Source: an optimization exercise on an open RTL-to-GDS flow (aim: a short achievable clock period and few clock cycles). Production flows keep margins and buffers that such runs may drop. For this run, only the layout was checked, not whether the RTL still works. No activity file was given, so power comes from the tool's default toggle rates.

[flow/run.sh]
#!/bin/bash
# synth_recipe.tcl (not shown) runs the flow's synth.tcl, then flattens the netlist and writes it again
# the make line also repeats each setting of config.mk as NAME=value (left out here)
make -C /OpenROAD-flow-scripts/flow DESIGN_CONFIG=/design/flow/config.mk WORK_HOME=/design/flow/orfs CLKGATE_MAP_FILE= SYNTH_SCRIPT=/design/flow/synth_recipe.tcl finish
[flow/config.mk]
export PLATFORM = sky130hd
export DESIGN_NAME = top
export DESIGN_NICKNAME = top
export VERILOG_FILES = /design/flow/design.v
export SDC_FILE = /design/flow/constraint.sdc
export NUM_CORES = 4
export LEC_CHECK = 0
export CAP_MARGIN = 20
export CORE_MARGIN = 2
export CORE_UTILIZATION = 40
export SLEW_MARGIN = 20
[flow/constraint.sdc]
create_clock -name core_clock -period 10.0 [get_ports {clk}]
set_input_delay 2.0000 -clock core_clock [delete_from_list [all_inputs] [get_ports {clk}]]
set_output_delay 2.0000 -clock core_clock [all_outputs]
set_load 0.01 [all_outputs]
[flow/design.v]
`timescale 1ns / 1ps
module ALU_unit(
   input        op_add, op_sub, op_and, op_or, op_slt,
   input [31:0] operand_1, operand_2,
   output [31:0] out,
   output        eq
    );
   wire [31:0] sum  = operand_1 + operand_2;
   wire [31:0] diff = operand_1 - operand_2;
   wire        lt   = (operand_1[31] ^ operand_2[31]) ? operand_1[31] : diff[31];
   assign out = ({32{op_add}} & sum)
              | ({32{op_sub}} & diff)
              | ({32{op_and}} & (operand_1 & operand_2))
              | ({32{op_or}}  & (operand_1 | operand_2))
              | {31'b0, op_slt & lt};
   assign eq = (operand_1 == operand_2);
endmodule
`timescale 1ns / 1ps
module alu_control(input is_r, input [5:0] funct,
                   output op_add, op_sub, op_and, op_or, op_slt);
assign op_slt = is_r &  funct[3];
assign op_sub = is_r & ~funct[3] & ~funct[2] &  funct[1];
assign op_and = is_r & ~funct[3] &  funct[2] & ~funct[0];
assign op_or  = is_r & ~funct[3] &  funct[2] &  funct[0];
assign op_add = ~(op_slt | op_sub | op_and | op_or);
endmodule
`timescale 1ns / 1ps
module control_unit(
input [31:0] ins,
output is_r, is_addi, is_lw, is_sw, is_beq, is_j,
output beq_always,       
output [4:0] dst,        
output uses_rs,          
output uses_rt,          
output use_imm
);
wire [5:0] op = ins[31:26];
assign is_r    = (op == 6'd0);
assign is_addi = (op == 6'd8);
assign is_lw   = (op == 6'd35);
assign is_sw   = (op == 6'd43);
assign is_beq  = (op == 6'd4);
assign is_j    = (op == 6'd2);
assign beq_always = is_beq & (ins[25:21] == ins[20:16]);
assign dst = is_r ? ins[15:11] : (is_addi | is_lw) ? ins[20:16] : 5'd0;
assign uses_rs = is_r | is_addi | is_lw | is_sw | (is_beq & ~beq_always);
assign uses_rt = is_r | (is_beq & ~beq_always);
assign use_imm = is_addi | is_lw | is_sw;
endmodule
`timescale 1ns / 1ps
module registers(input [4:0] read_reg1,read_reg2,write_reg,input clk,input RegWrite,input[31:0] write_data,output [31:0] read_data1,read_data2);
reg [31:0] mem [31:1];
assign read_data1 = (read_reg1==5'd0) ? 32'b0 : mem[read_reg1];
assign read_data2 = (read_reg2==5'd0) ? 32'b0 : mem[read_reg2];
always@(posedge clk)
begin
if(RegWrite && write_reg!=5'd0) mem[write_reg]<=write_data;
end
endmodule
`timescale 1ns / 1ps
module top(
input clk,rst,
output [31:0] imem_addr,
input  [31:0] imem_rdata,
output [31:0] dmem_addr,
output [31:0] dmem_wdata,
output        dmem_we,
input  [31:0] dmem_rdata
);
reg  [9:0] pc;
assign imem_addr = {20'b0, pc, 2'b00};
wire [31:0] fi = imem_rdata;
wire        f_is_j  = (fi[31:26] == 6'd2);
wire        f_is_bu = (fi[31:26] == 6'd4) & (fi[25:21] == fi[20:16]);
wire [9:0]  pc_inc  = pc + 10'd1;
wire [9:0]  f_bu_tgt = pc_inc + fi[9:0];
wire [9:0]  f_tgt = f_is_j ? fi[9:0] : f_bu_tgt;
localparam NF = 8;
reg  [NF-1:0] fv;
reg  [9:0]    fkey [0:NF-1];
reg  [9:0]    ftgt [0:NF-1];
reg  [2:0]    fptr;
reg  [9:0]    fold_tgt;
reg           fold_hit;
integer k;
always @* begin
  fold_hit = 1'b0;
  fold_tgt = 10'd0;
  for (k = 0; k < NF; k = k + 1)
    if (fv[k] && fkey[k] == pc) begin
      fold_hit = 1'b1;
      fold_tgt = fold_tgt | ftgt[k];
    end
end
reg        ir_valid;
reg [31:0] ir;
reg [9:0]  ir_pc;
reg        ex_valid;
reg [4:0]  ex_rd;
reg        ex_is_lw, ex_is_sw, ex_cbeq;
reg        ex_add, ex_sub, ex_and, ex_or, ex_slt;
reg [31:0] ex_a, ex_b, ex_sd;
reg        fa_mem, fa_wb, fb_mem, fb_wb, sd_ld, sd_mem, sd_wb;
reg [9:0]  ex_tgt;
reg [31:0] mem_res, mem_sd;
reg [4:0]  mem_rd;
reg        mem_is_lw, mem_is_sw;
reg [31:0] wb_data;
reg [4:0]  wb_rd;
wire d_is_r, d_is_addi, d_is_lw, d_is_sw, d_is_beq, d_is_j, d_beq_always;
wire [4:0] d_dst;
wire d_uses_rs, d_uses_rt, d_use_imm;
control_unit c(.ins(ir), .is_r(d_is_r), .is_addi(d_is_addi), .is_lw(d_is_lw),
  .is_sw(d_is_sw), .is_beq(d_is_beq), .is_j(d_is_j), .beq_always(d_beq_always),
  .dst(d_dst), .uses_rs(d_uses_rs), .uses_rt(d_uses_rt), .use_imm(d_use_imm));
wire d_add, d_sub, d_and, d_or, d_slt;
alu_control b(.is_r(d_is_r), .funct(ir[5:0]), .op_add(d_add), .op_sub(d_sub),
  .op_and(d_and), .op_or(d_or), .op_slt(d_slt));
wire [4:0] rs = ir[25:21];
wire [4:0] rt = ir[20:16];
wire [31:0] rf1, rf2;
registers f(.read_reg1(rs), .read_reg2(rt), .write_reg(wb_rd), .clk(clk),
  .RegWrite(1'b1), .write_data(wb_data), .read_data1(rf1), .read_data2(rf2));
wire [31:0] d_a = (wb_rd == rs && rs != 5'd0) ? wb_data : rf1;
wire [31:0] d_rt = (wb_rd == rt && rt != 5'd0) ? wb_data : rf2;
wire [31:0] d_imm = {{16{ir[15]}}, ir[15:0]};
wire stall = ir_valid & ex_valid & ex_is_lw & (ex_rd != 5'd0) &
             ((d_uses_rs & ex_rd == rs) | (d_uses_rt & ex_rd == rt));
wire m_a  = (ex_rd == rs) & (rs != 5'd0);
wire w_a  = (mem_rd == rs) & (rs != 5'd0);
wire m_b  = (ex_rd == rt) & (rt != 5'd0);
wire w_b  = (mem_rd == rt) & (rt != 5'd0);
wire [31:0] opa = fa_mem ? mem_res : fa_wb ? wb_data : ex_a;
wire [31:0] opb = fb_mem ? mem_res : fb_wb ? wb_data : ex_b;
wire [31:0] alu_out;
wire        alu_eq;
ALU_unit a(.op_add(ex_add), .op_sub(ex_sub), .op_and(ex_and), .op_or(ex_or),
  .op_slt(ex_slt), .operand_1(opa), .operand_2(opb), .out(alu_out), .eq(alu_eq));
wire [31:0] sd = sd_ld ? dmem_rdata : sd_mem ? mem_res : sd_wb ? wb_data : ex_sd;
wire redirect = ex_valid & ex_cbeq & alu_eq;
assign dmem_addr  = mem_res;
assign dmem_wdata = mem_sd;
assign dmem_we    = mem_is_sw;
always @(posedge clk) begin
  if (rst)           pc <= 10'd0;
  else if (redirect) pc <= ex_tgt;
  else if (stall)    pc <= pc;
  else if (f_is_j | f_is_bu) pc <= f_tgt;
  else if (fold_hit) pc <= fold_tgt;
  else               pc <= pc_inc;
  if (rst) begin
    fv <= {NF{1'b0}};
    fptr <= 3'd0;
  end else if (!stall && (f_is_j | f_is_bu)) begin
    fv[fptr] <= 1'b1;
    fkey[fptr] <= pc - 10'd1;
    ftgt[fptr] <= f_tgt;
    fptr <= fptr + 3'd1;
  end
  if (rst | redirect) ir_valid <= 1'b0;
  else if (!stall)    ir_valid <= 1'b1;
  if (!stall) begin
    ir <= fi;
    ir_pc <= pc;
  end
  if (rst | redirect | stall | ~ir_valid) begin
    ex_valid <= 1'b0;
    ex_rd <= 5'd0;
    ex_is_lw <= 1'b0;
    ex_is_sw <= 1'b0;
    ex_cbeq <= 1'b0;
  end else begin
    ex_valid <= 1'b1;
    ex_rd <= d_dst;
    ex_is_lw <= d_is_lw;
    ex_is_sw <= d_is_sw;
    ex_cbeq <= d_is_beq & ~d_beq_always;
  end
  ex_add <= d_add; ex_sub <= d_sub; ex_and <= d_and; ex_or <= d_or; ex_slt <= d_slt;
  ex_a  <= d_a;
  ex_b  <= d_use_imm ? d_imm : d_rt;
  ex_sd <= d_rt;
  ex_tgt <= ir_pc + 10'd1 + ir[9:0];
  fa_mem <= m_a;
  fa_wb  <= ~m_a & w_a;
  fb_mem <= ~d_use_imm & m_b;
  fb_wb  <= ~d_use_imm & ~m_b & w_b;
  sd_ld  <= m_b & ex_is_lw;
  sd_mem <= m_b & ~ex_is_lw;
  sd_wb  <= ~m_b & w_b;
  mem_res <= alu_out;
  mem_sd  <= sd;
  if (rst | ~ex_valid) begin
    mem_rd <= 5'd0;
    mem_is_lw <= 1'b0;
    mem_is_sw <= 1'b0;
  end else begin
    mem_rd <= ex_rd;
    mem_is_lw <= ex_is_lw;
    mem_is_sw <= ex_is_sw;
  end
  wb_data <= mem_is_lw ? dmem_rdata : mem_res;
  wb_rd   <= rst ? 5'd0 : mem_rd;
end
endmodule
==> results list <==
- Synthesis produced a netlist whose cell count is about 4.5k.
* Maximum fanout along the worst path: 14
* Filler Cells Inserted: 15.1k
* CTS root buffer: sky130_fd_sc_hd__clkbuf_16
- Worst path max stage delay: 630 ps
* Ratio of cells with drive above 1 in the final layout: 0.218
* Startpoint type of the worst setup path: input port
- Max rail drop VDD: 0.203 mV
- Summed over all nets, the half-perimeter wirelength after detailed placement is 127000 um.
- Clock transition at the registers of the reported paths: 60 ps
- Setup WS post-layout: slightly below 5000 ps
- The most common cell in the synthesized netlist is sky130_fd_sc_hd__edfxtp_1.
- Cell with the largest stage delay on the worst path: sky130_fd_sc_hd__nor3_2
* Worst-Skew Late Latency: 810 ps
* Kind of critical path: in -> reg
* Starting Density: 0.402
- Sequential cell area fraction in the yosys report: 0.591
- Dominant synthesized flop cell: sky130_fd_sc_hd__edfxtp_1
* Critical Path Sink Type: flip-flop
* Count of input and output buffers: 140
- After detailed routing, the average wire length per cell comes to 29.2 um.
- Vias in the first global route: about 42k
- Synth async-reset ratio: 0
- The worst pin sits at a relative slew slack of 0.239.
* CTS tree: done
* Synth-to-layout area growth: 13.5%
* FP Rows: 153
* GPL Wtd Cong: 0.917
- Post-synth top cells: sky130_fd_sc_hd__edfxtp_1 (1194), sky130_fd_sc_hd__mux4_2 (555), sky130_fd_sc_hd__nor2_1 (301)
* Count of routing violations after the opening detailed-route iteration: about 4.5k
* Width of the chip: 421 um
- DIE HEIGHT: 421 um
* Largest net degree at the start of global routing: around 120
* Post-CTS Setup Inserts: 0
* Post-Place Setup Slack: between 4000 and 5000 ps
* Sinks on Clock Net: 1461
- Critical path arrival: 5630 ps
- The H-tree was split into 4 levels.
- In this run the deepest clock path goes through 3 buffers.
- Largest cells by area after synthesis: sky130_fd_sc_hd__edfxtp_1 (51%), sky130_fd_sc_hd__mux4_2 (18%), sky130_fd_sc_hd__dfxtp_1 (7.7%)
* Post-detailed-route DRC marker count: 0
* Drt total wl: 207000 um
- EDFF count, synth: 1194
- The min-delay analysis places its worst path in the category reg -> reg.
- DR vias: ~42k
- At the pin with the least slew margin, the transition time is about 1100 ps.
- For this design the static power due to leakage is about 0.026 uW.
* Mean Syn Cell Area: between 15 and 20 sq um
- Total power density per cell area: 208 mW/mm^2
- Result of the run: complete, no violations
* Number of distinct standard cells referenced by the synthesized netlist: between 80 and 90
* Resized cells post-CTS: 0
- Counting I/O delays and the setup requirement, the final critical path takes between 5000 and 6000 ps.
- The cell area that synthesis handed to floorplanning was 0.0697 sq mm.
- Dividing the detail-routed via count by the number of cells gives just under 6.
- The die covers roughly 0.18 sq mm.
- For this run, the number of Yosys warnings is 2.
- In the final timing run, aggregate negative setup slack is 0 ps.
* Hold buffer count at cts: 0
- Biggest area consumer among synthesized cells: sky130_fd_sc_hd__edfxtp_1
* Maximum achievable frequency: a little under 0.2 GHz
- Nets: 4827
* Setup violators final: 0
* Register bit count reported by yosys: around 1.5k
* Sum of overflow across all layers after global routing: 0
* Number of top-level pins: 163
- Setup repair after global routing missed its margin: no
* DRT Pass-1 Iters: 5
- Global-route wire length before repair: between 200000 and 300000 um
- Number of max-capacitance violations reported: 0
- Total GRT Usage: 0.230
- The number of antenna violations at the first check in global routing was 1.
* Part of the cycle the worst path needs: 0.515
- Worst-case clock skew: around 37 ps
* Core Region: 0.173 sq mm
* Fraction of synthesized cell area taken by the top area cell type: 0.515
* Clock buffer count from CTS: 151
* Final-report hold violation count: 0
- Final max-slew violation count: 0
- The detail route stage leaves a number of antenna-violating nets equal to 0.
* Critical path, cell by cell: clkdlybuf4s50_1 > xor2_1 > nor4_1 > a21oi_1 > or2_2 > nor2_1 > nand3_1 > nor3_2 > buf_4
- For the worst setup path, the data required time is about 10000 ps.
## placed cells by master (no fill, tap or decap), types with 21 or more instances in the layout
cell type / n
sky130_fd_sc_hd__a211oi_1: 82
sky130_fd_sc_hd__a21o_1: 21
sky130_fd_sc_hd__a21oi_1: 183
sky130_fd_sc_hd__a22o_1: 21
sky130_fd_sc_hd__a22oi_1: 24
sky130_fd_sc_hd__buf_4: 114
sky130_fd_sc_hd__clkbuf_1: 43
sky130_fd_sc_hd__clkbuf_16: 156
sky130_fd_sc_hd__clkdlybuf4s50_1: 140
sky130_fd_sc_hd__clkinv_1: 25
sky130_fd_sc_hd__conb_1: 22
sky130_fd_sc_hd__dfxtp_1: 242
sky130_fd_sc_hd__edfxtp_1: 1194
sky130_fd_sc_hd__ha_1: 120
sky130_fd_sc_hd__inv_1: 118
sky130_fd_sc_hd__mux2_2: 48
sky130_fd_sc_hd__mux2i_1: 227
sky130_fd_sc_hd__mux4_2: 555
sky130_fd_sc_hd__nand2_1: 245
sky130_fd_sc_hd__nand3_1: 43
sky130_fd_sc_hd__nand4_1: 25
sky130_fd_sc_hd__nor2_1: 264
sky130_fd_sc_hd__nor2_4: 33
sky130_fd_sc_hd__nor3_1: 38
sky130_fd_sc_hd__o21a_1: 74
sky130_fd_sc_hd__o21ai_0: 162
sky130_fd_sc_hd__xnor2_1: 146
sky130_fd_sc_hd__xor2_1: 40
## report_power, final
part           leakage, uW  switching (uW)  internal [uW]
Sequential          0.0130             397           7460
Clock              0.00242            2390           3360
Combinational       0.0105            1780           1060
Total               0.0260            4560          11900
## through the flow
step	utilization	power, uW	area (sq um)	std cells	hold slack [ps]
floorplan	-	9520	69700	4561	406
global placement	0.427	10800	74000	6806	458
CTS	0.456	16500	79000	7085	476
global route	0.456	17000	79000	7086	488
finish	0.456	16400	79100	7088	476
detailed placement	0.427	10800	74000	6807	465
## kinds of logic after synthesis
kind of cell    count (synthesis)  synth area share
flops                        1461             0.591
mux                           830             0.220
simple gates                  764            0.0487
compound gates                709            0.0667
buf+inv                       463            0.0268
xor+xnor                      187            0.0235
fa+ha+maj                     125            0.0230
other cells                     1         0.0000538
## layout make-up
cell class | instances | area, sq um | share of cell area
antenna | 2 | 5.00 | 0.0000633
multi-input combinational | 2637 | 27000 | 0.341
clock buffer | 210 | 4200 | 0.0531
clock inverter | 68 | 792 | 0.0100
timing repair buffer | 264 | 2450 | 0.0310
tap | 2325 | 2910 | 0.0368
inverter | 121 | 454 | 0.00575
sequential | 1461 | 41300 | 0.522
## critical path, delay by kind of cell
kind	cells	cell delay, ps
buffers and inverters	2	810
and+or+nand+nor	5	2370
AOI/OAI and AO/OA	1	250
xor gates and xnor gates	1	180
## state kept, by name (all words and copies together), names as in the netlist, 3 cells and up, named ones only
register  flops
ex_sd        32
ir_pc        10
ex_a         32
mem_rd        5
wb_data      32
f.mem       992
fv            8
ftgt         80
fptr          3
mem_sd       32
pc           10
ex_tgt       10
wb_rd         5
ex_rd         5
fkey         80
mem_res      32
ir           32
ex_b         32
## layer usage
metal	wire, um	GRT usage
met1	86000	0.321
met2	97800	0.364
met3	14400	0.0326
met4	8410	0.0927
met5	13	0
## worst paths after layout
check | cells after the start | endpoint | slack [ps] | start
max | 9 | fkey[0][4] | 4850 | imem_rdata[16]
min | 2 | sd_ld | 480 | ex_is_lw
max reg2reg | 15 | mem_res[30] | 4940 | fb_wb
min reg2reg | 2 | sd_ld | 480 | ex_is_lw

[separate check: timing with driven ports]
The flow's constraints put no driver on any port. The routed layout listed below was extracted and timed again, unchanged, in two steps.
Step 1 assumes that a clkbuf_16 drives the clock port and a buf_2 every other input.
Step 2, shift: input delay + t, output delay - t, t = (earliest + latest rising clock arrival at the registers) / 2. This alone moves slack from input paths to output paths.
a / b / c = ideal ports / drivers / drivers and shift; a / b = the first two.
t, ns: 0.879
setup slack, ns: 4.852 / 4.917 / 4.039
slew at the worst register clock pin (ns): 0.07 / 0.07
worst data-port slew with drivers (ns): 0.13
After both steps setup and hold are still met in this run. For this run, drivers alone change the setup slack by +0.065 ns; drivers and shift together by -0.813 ns.
